What follows belongs to an exercise in optimizing a design on an open flow for small area, a short achievable clock period and few clock cycles per item; a production flow would make more cautious choices.

== 09-25 ==
==> flow/design.v <==
module unidad_math (
    input  logic        clk,
    input  logic        rst_n,
    input  logic        start,
    input  logic [1:0]  op,        
    input  logic [15:0] a,
    input  logic [15:0] b,
    output logic [31:0] result,
    output logic        done
);
    logic [31:0] R;       
    logic [15:0] A;       
    logic        f_mul, f_div, f_sq, f_bcd;    
    logic [2:0]  cnt;
    logic        busy;
    logic [18:0] X, P, Q2, Q3, W, S1, S2, S3, cs_s, cs_c, cs2_s, cs2_c;
    logic        sub;
    assign sub = f_div | f_sq;
    always_comb begin
        X = {3'b000, R[31:16]};
        if (f_div) X = {1'b0, R[31:14]};
        if (f_sq)  X = {8'd0, R[22:16], A[15:12]};
    end
    always_comb begin
        if (f_sq) begin
            P  = ~{8'd0, R[7:0], 3'b001};
            Q2 = ~{7'd0, R[7:0], 4'b0100};
            Q3 = ~{7'd0, R[7:0], 4'b1000};
        end else if (f_div) begin
            P  = {3'b111, A};
            Q2 = {2'b11, A, 1'b1};
            Q3 = {2'b11, A, 1'b1};
        end else begin
            P  = {3'b000, A & {16{R[0]}}};
            Q2 = {2'b00, A & {16{R[1]}}, 1'b0};
            Q3 = {2'b00, A & {16{R[1]}}, 1'b0};
        end
    end
    assign S1   = X + P  + {18'd0, sub};
    assign S2   = X + Q2 + {18'd0, sub};
    assign cs_s = X ^ P ^ Q3;
    assign cs_c = {((X[17:0] & P[17:0]) | (X[17:0] & Q3[17:0]) | (P[17:0] & Q3[17:0])), sub};
    assign W    = {1'b0, A & {16{R[2] & f_mul}}, 2'b00};
    assign cs2_s = cs_s ^ cs_c ^ W;
    assign cs2_c = {((cs_s[17:0] & cs_c[17:0]) | (cs_s[17:0] & W[17:0]) | (cs_c[17:0] & W[17:0])), sub};
    assign S3   = cs2_s + cs2_c;
    logic [1:0]  d_q;
    logic [15:0] d_r;
    always_comb begin
        if (!S3[18])      begin d_q = 2'd3; d_r = S3[15:0]; end
        else if (!S2[18]) begin d_q = 2'd2; d_r = S2[15:0]; end
        else if (!S1[18]) begin d_q = 2'd1; d_r = S1[15:0]; end
        else              begin d_q = 2'd0; d_r = X[15:0];  end
    end
    function automatic logic [3:0] add3(input logic [3:0] d);
        logic ge5;
        ge5 = d[3] | (d[2] & (d[1] | d[0]));
        add3 = {ge5,
                (d[2] & ~d[1] & ~d[0]) | (d[3] & d[0]),
                (~d[2] & d[1]) | (d[1] & d[0]) | (d[3] & ~d[0]),
                d[0] ^ ge5};
    endfunction
    function automatic logic [19:0] dabble(input logic [19:0] d, input logic bit_in);
        dabble = {d[18:16], add3(d[15:12]), add3(d[11:8]), add3(d[7:4]), add3(d[3:0]), bit_in};
    endfunction
    logic [19:0] b_d;
    always_comb begin
        b_d = R[19:0];
        for (int i = 0; i < 4; i++) b_d = dabble(b_d, A[15 - i]);
    end
    logic [1:0] l_dq, l_dr;
    always_comb begin
        l_dq = 2'd0; l_dr = a[15:14];
        if (b[15:2] == 14'd0)
            case (b[1:0])
                2'd0: begin l_dq = 2'd3;              l_dr = a[15:14]; end
                2'd1: begin l_dq = a[15:14];          l_dr = 2'd0; end
                2'd2: begin l_dq = {1'b0, a[15]};     l_dr = {1'b0, a[14]}; end
                default: begin l_dq = {1'b0, &a[15:14]}; l_dr = &a[15:14] ? 2'd0 : a[15:14]; end
            endcase
    end
    logic [1:0] l_sq;
    logic [2:0] l_sr;
    always_comb begin
        if (a[15:12] >= 4'd9)      begin l_sq = 2'd3; l_sr = 3'(a[15:12] - 4'd9); end
        else if (a[15:12] >= 4'd4) begin l_sq = 2'd2; l_sr = 3'(a[15:12] - 4'd4); end
        else if (a[15:12] >= 4'd1) begin l_sq = 2'd1; l_sr = 3'(a[15:12] - 4'd1); end
        else                       begin l_sq = 2'd0; l_sr = 3'd0; end
    end
    logic [3:0] l_b;
    assign l_b = add3({1'b0, a[15:13]});
    always_ff @(posedge clk) begin
        if (!rst_n) begin
            busy <= 1'b0;
            done <= 1'b0;
        end else begin
            done <= busy && !start && cnt == 3'd0;
            if (start)              busy <= 1'b1;
            else if (cnt == 3'd0)   busy <= 1'b0;
        end
    end
    always_ff @(posedge clk) begin
        cnt <= cnt - 3'd1;
        if (start) begin
            f_mul <= op == 2'd0;
            f_div <= op == 2'd1;
            f_sq  <= op == 2'd2;
            f_bcd <= op == 2'd3;
            case (op)
                2'd0: begin R <= {1'b0, a & {16{b[0]}}, b[15:1]}; A <= a;             cnt <= 3'd4; end
                2'd1: begin R <= {14'd0, l_dr, a[13:0], l_dq};  A <= ~b;              cnt <= 3'd6; end
                2'd2: begin R <= {13'd0, l_sr, 14'd0, l_sq};    A <= {a[11:0], 4'd0}; cnt <= 3'd2; end
                default: begin R <= {27'd0, l_b, a[12]};        A <= {a[11:0], 4'd0}; cnt <= 3'd2; end
            endcase
        end else begin
            if (f_mul)      R <= {S3, R[15:3]};
            else if (f_div) R <= {d_r, R[13:0], d_q};
            else if (f_sq)  R <= {9'd0, (cnt == 3'd0) ? 7'd0 : d_r[6:0], 8'd0, R[5:0], d_q};
            else            R <= {12'd0, b_d};
            if (f_sq | f_bcd) A <= {A[11:0], 4'd0};
        end
    end
    assign result = R;
endmodule
==> flow/config.mk <==
export PLATFORM = sky130hd
export DESIGN_NAME = unidad_math
export DESIGN_NICKNAME = unidad_math
export VERILOG_FILES = /design/flow/design.v
export SDC_FILE = /design/flow/constraint.sdc
export NUM_CORES = 4
export LEC_CHECK = 0
export ABC_AREA = 1
export CAP_MARGIN = 20
export CORE_MARGIN = 2
export CORE_UTILIZATION = 70
export PLACE_DENSITY = 0.8
export SETUP_SLACK_MARGIN = 4
export SLEW_MARGIN = 20
==> flow/constraint.sdc <==
create_clock -name core_clock -period 8.0 [get_ports {clk}]
set_input_delay 1.6000 -clock core_clock [delete_from_list [all_inputs] [get_ports {clk}]]
set_output_delay 1.6000 -clock core_clock [all_outputs]
set_load 0.01 [all_outputs]
standard.sh (not shown) runs the stock make flow with config.mk's settings and CLKGATE_MAP_FILE= SYNTH_SCRIPT=/design/flow/synth_recipe.tcl, a recipe that flattens the netlist after the stock synthesis.
==> flow/flow/run.sh <==
#!/bin/bash
# The standard layout, with the port buffers as plain buf_4 cells instead of
# the delay-cell buffers buffer_ports picks by default.
set -euo pipefail
export BUFFER_PORTS_ARGS="-buffer_cell sky130_fd_sc_hd__buf_4"
bash standard.sh > standard.log 2>&1
global routing: 09-25 exited with error
Edits applied to the flow inputs when going from 09-25 to 01-16:
# 09-25
export LEC_CHECK = 0
export ABC_AREA = 1
export CAP_MARGIN = 20
export CORE_MARGIN = 2
export CORE_UTILIZATION = 70
export PLACE_DENSITY = 0.8
export SETUP_SLACK_MARGIN = 4
export SLEW_MARGIN = 20
create_clock -name core_clock -period 8.0 [get_ports {clk}]
# 01-16
export LEC_CHECK = 0
export ABC_AREA = 1
export CAP_MARGIN = 20
export CORE_MARGIN = 2
export CORE_UTILIZATION = 60
export PLACE_DENSITY = 0.72
export SETUP_SLACK_MARGIN = 4
export SLEW_MARGIN = 20
create_clock -name core_clock -period 8.0 [get_ports {clk}]
[summary]
FAIL: 09-25; every other run in 09-25 and 01-16 is clean
Compared with 09-25, 01-16 shows detailed placement HPWL that has gone up by a few percent.
Taking 09-25 over 01-16, the die span in x ratio works out to 0.928.
[compare] base=09-25 new=01-16: synthesized area barely changed; adder-cell area share of the yosys netlist held steady; routability congestion estimate saw a decrease; die span in y has increased; placed instance count higher.
Re number of library cell types mapped by synthesis: no difference whatsoever between 09-25 and 01-16.
The post-cts gate resize count in 01-16 was higher than what 09-25 gave.
Area after detailed placement in 01-16 vs 09-25: up 41 sq um
Instance count of the mapped netlist: 01-16 vs 09-25 identical
Function was not checked in any run of this note: the RTL went through the layout flow alone.

-- afterwards: timing with drivers on the ports --
No port has a modelled driver above. Below, the same layout with a new extraction and two added sets of constraints. Step 1: set_driving_cell puts a clkbuf_16 on clk and a buf_2 on each other input, an assumption about the parent block. Step 2 moves the port delays by t, midway between the first and last clock arrival at a register: inputs arrive t later, outputs are due t later. That takes back most of the time a late clock gives input paths. Slacks: ideal / step 1 / step 2; pairs: ideal / step 1.
run: 01-16
t (ns): 0.379
setup WS [ns]: 3.106 / 3.106 / 3.106
hold slack, ns: 0.409 / 0.409 / 0.409
pins driven straight from the clock port: 1
After both steps 01-16 still meets setup and hold. The setup slack of 01-16 moves by 0.000 ns with the drivers and by 0.000 ns with both steps.
